This is an optimization exercise on Yosys and OpenROAD, whose aim is small area, not a production implementation. Only simulation tests tie the RTL to the original design; equivalence was not proved. The clock port is modelled as an ideal driver; clocking choices that lean on that would not hold on a real chip. No activity file was given, so power comes from the tool's default toggle rates.

v6:
==> flow/design.v <==
module sstv_pixel (
    input   [11:0]  freq,
    output  [1:0] color
);
    wire gt1700 = (freq > 12'd1700);
    wire gt1900 = (freq > 12'd1900);
    wire gt2100 = (freq > 12'd2100);
    assign color[1] = gt1900;
    assign color[0] = gt2100 || (gt1700 && !gt1900);
endmodule
module sstv_cal (
    input   clk,
    input   reset,
    input   frame_active,
    input   [11:0] freq,
    output  reg cal_active,
    output  reg cal_ok
);
    localparam [1:0] ST_IDLE  = 2'd0;
    localparam [1:0] ST_LEAD_A = 2'd1;
    localparam [1:0] ST_BREAK = 2'd2;
    localparam [1:0] ST_LEAD_B = 2'd3;
    localparam [15-1:0] SEED     = 15'd23726;   
    localparam [15-1:0] C_LEADER = 15'd32703;   
    localparam [15-1:0] C_BREAK  = 15'd24511;   
    reg [1:0]     state;
    reg [1:0]     next_state;
    reg [15-1:0]    cnt;
    reg           cnt_past;
    wire f1900 = (freq == 12'd1900);
    wire f1200 = (freq == 12'd1200);
    wire in_break = (state == ST_BREAK);
    wire tone = in_break ? f1200 : ((state != ST_IDLE) && f1900);
    wire at_thr = in_break ? (cnt == C_BREAK) : (cnt == C_LEADER);
    wire cnt_ge = cnt_past || at_thr;
    always @(*) begin
        case (state)
            ST_IDLE:   next_state = (f1900 && !frame_active) ? ST_LEAD_A : ST_IDLE;
            ST_LEAD_A: next_state = f1900 ? ST_LEAD_A :
                                    ((f1200 && cnt_ge) ? ST_BREAK : ST_IDLE);
            ST_BREAK:  next_state = f1200 ? ST_BREAK :
                                    ((f1900 && cnt_ge) ? ST_LEAD_B : ST_IDLE);
            default:   next_state = f1900 ? ST_LEAD_B : ST_IDLE;
        endcase
    end
    always @(posedge clk) begin
        state    <= reset ? ST_IDLE : next_state;
        cnt      <= tone ? {cnt[15-2:0], cnt[14] ^ cnt[13]} : SEED;
        cnt_past <= tone && cnt_ge;
    end
    always @(posedge clk)
        if (reset) begin
            cal_active <= 1'b0;
            cal_ok     <= 1'b0;
        end else begin
            cal_active <= (state != ST_IDLE);
            if (state == ST_LEAD_A)
                cal_ok <= 1'b0;
            else if ((state == ST_LEAD_B) && !f1900)
                cal_ok <= cnt_ge;
        end
endmodule
module sstv_vis (
    input   clk,
    input   reset,
    input   [11:0]  freq,
    input   cal_ok,
    output  reg [6:0] vis_code,
    output  reg valid
);
    localparam [1:0] ST_IDLE = 2'd0;
    localparam [1:0] ST_SYNC = 2'd1;
    localparam [1:0] ST_RECV = 2'd2;
    localparam [1:0] ST_PAR  = 2'd3;
    localparam [12-1:0] SEED   = 12'd3505;   
    localparam [12-1:0] V_HALF = 12'd4081;   
    localparam [12-1:0] V_FULL = 12'd3839;   
    reg [1:0]  state;
    reg [1:0]  next_state;
    reg [12-1:0] cnt;
    reg [8:0]  sr;
    reg        par;      
    wire f1100 = (freq == 12'd1100);
    wire f1200 = (freq == 12'd1200);
    wire f1300 = (freq == 12'd1300);
    wire at_half = (cnt == V_HALF);
    wire at_full = (cnt == V_FULL);
    wire all_bits = sr[0];
    always @(*) begin
        case (state)
            ST_IDLE: next_state = (cal_ok && f1200) ? ST_SYNC : ST_IDLE;
            ST_SYNC: next_state = at_full ? (all_bits ? ST_PAR : ST_RECV) :
                                  ((at_half && !f1200) ? ST_IDLE : ST_SYNC);
            ST_RECV: next_state = at_half ? ((f1100 || f1300) ? ST_RECV : ST_IDLE) :
                                  ((all_bits && at_full) ? ST_SYNC : ST_RECV);
            default: next_state = cal_ok ? ST_PAR : ST_IDLE;
        endcase
    end
    wire cnt_step = (state == ST_IDLE) ? f1200 :
                    ((state != ST_PAR) && !at_full);
    always @(posedge clk) begin
        state <= reset ? ST_IDLE : next_state;
        cnt   <= cnt_step ? {cnt[12-2:0], cnt[11] ^ cnt[10]} : SEED;
        if (state == ST_IDLE)
            sr <= 9'h100;
        else if ((state == ST_RECV) && at_half)
            sr <= {f1100, sr[8:1]};
        par <= (state != ST_IDLE) && (par ^ ((state == ST_RECV) && at_half && f1100));
    end
    always @(posedge clk)
        if (reset) begin
            vis_code <= 7'd0;
            valid    <= 1'b0;
        end else if (state == ST_SYNC) begin
            valid    <= 1'b0;
        end else if ((state == ST_PAR) && !par) begin
            vis_code <= sr[7:1];
            valid    <= 1'b1;
        end
endmodule
module sstv #(
    parameter simulate = 1
)   (
    input clk,
    input reset,
    input [11:0] freq,
    output  reg vid_write,
    output  [14:0]  vid_addr,
    output  reg [1:0]   vid_pixel,
    output  [6:0]   vis_code,
    output  vis_valid
);
    wire cal_active;
    wire cal_ok;
    localparam [1:0] SSTV_IDLE  = 2'd0;
    localparam [1:0] SSTV_CAL   = 2'd1;
    localparam [1:0] SSTV_VIS   = 2'd2;
    localparam [1:0] SSTV_FRAME = 2'd3;
    reg [1:0]   sstv_state;
    reg [1:0]   next_sstv_state;
    reg [5:0]   delay_counter;
    reg [6:0]   sstv_row;    
    reg [7:0]   col_r;       
    wire [1:0]  pixel_data;
    wire f_hsync  = (freq == 12'd1200);
    wire f_pixel  = (freq >= 12'd1500) && (freq <= 12'd2300);
    wire frame    = (sstv_state == SSTV_FRAME);
    wire col_clr  = (delay_counter == 6'd0);
    wire [7:0] col = col_clr ? 8'd0 : col_r;
    wire row_end  = &sstv_row[6:3];                           
    wire col_end  = col_r[7] && (&col_r[4:0]) && !col_clr;    
    wire dly_mid  = delay_counter[4] && !delay_counter[3] && !delay_counter[2] &&
                    !delay_counter[1] && delay_counter[0];    
    wire dly_end  = delay_counter[5] && delay_counter[1] && delay_counter[0];   
    always @(*)
        case (sstv_state)
            SSTV_IDLE:  next_sstv_state = cal_active ? SSTV_CAL : SSTV_IDLE;
            SSTV_CAL:   next_sstv_state = cal_active ? SSTV_CAL :
                                          (cal_ok ? SSTV_VIS : SSTV_IDLE);
            SSTV_VIS:   next_sstv_state = vis_valid ? SSTV_FRAME :
                                          (cal_ok ? SSTV_VIS : SSTV_IDLE);
            default:    next_sstv_state = ((!cal_active && !cal_ok) || row_end) ?
                                          SSTV_IDLE : SSTV_FRAME;
        endcase
    always @(posedge clk)
        sstv_state <= reset ? SSTV_IDLE : next_sstv_state;
    wire pix_step = frame && f_pixel;
    wire advance  = pix_step && dly_end;
    always @(posedge clk) begin
        if (reset || (sstv_state == SSTV_IDLE)) begin
            sstv_row  <= 7'd0;
            col_r     <= 8'd0;
            vid_write <= 1'b0;
        end else if (frame) begin
            if (f_hsync) begin
                col_r   <= col;
            end else begin
                if (advance) begin
                    col_r    <= col_end ? 8'd0 : col + 8'd1;
                    sstv_row <= sstv_row + {6'd0, col_end};
                end else
                    col_r    <= col;
            end
            if (f_pixel)
                vid_write <= dly_mid;
        end
        if (frame && f_hsync)
            delay_counter <= 6'd0;
        else if ((sstv_state == SSTV_IDLE) || advance)
            delay_counter <= 6'd1;
        else if (pix_step)
            delay_counter <= {delay_counter[5:1], delay_counter[0] | col_clr} + 6'd1;
        if (pix_step && dly_mid)
            vid_pixel <= pixel_data;
    end
    assign vid_addr = {sstv_row, 7'd0} + {2'd0, sstv_row, 5'd0} + {7'd0, col_r};
    sstv_cal CAL (
        .clk(clk),
        .reset(reset),
        .frame_active(frame),
        .freq(freq),
        .cal_active(cal_active),
        .cal_ok(cal_ok)
    );
    sstv_vis VIS (
        .clk(clk),
        .reset(reset),
        .freq(freq),
        .cal_ok(cal_ok),
        .vis_code(vis_code),
        .valid(vis_valid)
    );
    sstv_pixel PIX (
        .freq(freq),
        .color(pixel_data)
    );
endmodule
Settings: LEC_CHECK=0, CAP_MARGIN=20, CORE_MARGIN=2, CORE_UTILIZATION=30, SLEW_MARGIN=20; clock period 10.0 ns.
standard.sh (not shown) runs the stock make flow with config.mk's settings and CLKGATE_MAP_FILE= SYNTH_SCRIPT=/design/flow/synth_recipe.tcl, a recipe that flattens the netlist after the stock synthesis.
==> flow/flow/run.sh <==
#!/bin/bash
# Own layout flow: the standard flow (standard.sh) with
#  - no full/half-adder extraction before ABC (ADDER_MAP_FILE empty), and
#    ABC's combinational mapping run with an area script (with &deepsyn) (flow/area.abc,
#    via flow/own_synth.tcl); registers are untouched,
#  - port buffers of the smallest buffer (buf_1) instead of clkdlybuf4s50_1,
#  - clock tree of clkbuf_4 cells without dummy loads; flow/post_cts.tcl
#    upsizes any clock buffer whose flip-flop clock pins see a large slew.
# standard.sh's full output goes to own_flow.log in this folder; ORFS's
# per-step logs stay under orfs/logs.
set -euo pipefail
W=$(pwd)
export OWN_WORK=$W
export OWN_ABC_SCRIPT=$W/flow/area.abc
bash "$W/standard.sh" \
  SYNTH_SCRIPT="$W/flow/own_synth.tcl" \
  ADDER_MAP_FILE= \
  "BUFFER_PORTS_ARGS=-buffer_cell sky130_fd_sc_hd__buf_1" \
  "CTS_ARGS=-sink_clustering_enable -repair_clock_nets -dont_use_dummy_load -buf_list sky130_fd_sc_hd__clkbuf_4" \
  POST_CTS_TCL="$W/flow/post_cts.tcl" \
  finish > "$W/own_flow.log" 2>&1
Other scripts of this flow, unchanged in this note and not shown: flow/flow/area.abc, flow/flow/own_synth.tcl, flow/flow/post_cts.tcl
Input changes introduced in v19 (baseline for comparison: v6):
# v6
export LEC_CHECK = 0
export CAP_MARGIN = 20
export CORE_MARGIN = 2
export CORE_UTILIZATION = 30
export SLEW_MARGIN = 20
create_clock -name core_clock -period 10.0 [get_ports {clk}]
# v19
export LEC_CHECK = 0
export CAP_MARGIN = 20
export CORE_MARGIN = 2
export CORE_UTILIZATION = 50
export SLEW_MARGIN = 20
create_clock -name core_clock -period 10.0 [get_ports {clk}]
## What came out
- v19 finished all stages; the layout is clean.
- v6 finished every step from synthesis to the final layout, and the layout passed the timing, design-rule and antenna checks.
- From v19 to v6, initial antenna violation count did not move at all.
- The full die area reported for v19 is smaller than that of v6 by about 40%.
- Final net count: v19 vs v6, no meaningful difference
- Share of the core filled with cells was higher in v19 than in v6.
- Clock network fraction of total power for v19 is higher than for v6.
- Changes observed in v19 relative to v6: area growth from synthesis to final layout down 2.1 points; critical path depth down 1; total global routing track utilization up 6.1 points; maximum vdd drop up 93%; final cell area excluding filler cells down 1.9%.

==> afterwards: timing with drivers on the ports <==
Ports are ideal in the flow. The routed layouts listed here were re-timed in OpenROAD.
Step 1 sets driving cells, clkbuf_16 on the clock port and buf_2 on the other inputs (assumed; they add their load-dependent delay and slew).
Step 2 moves the port delays by t, midway between the first and last clock arrival at a register: inputs arrive t later, outputs are due t later. That takes back most of the time a late clock gives input paths.
Three values: no drivers, after step 1, after step 2; two values: the first two.
run | shift t [ns] | setup WS [ns] | worst data-port slew with drivers (ns)
v6 | 0.427 | 4.693 / 4.665 / 4.488 | 0.05
v19 | 0.418 | 4.770 / 4.758 / 4.361 | 0.03
After both steps every run listed still meets setup and hold. The setup slack of v19, which loses most, moves by -0.012 ns with the drivers and by -0.409 ns with both steps.
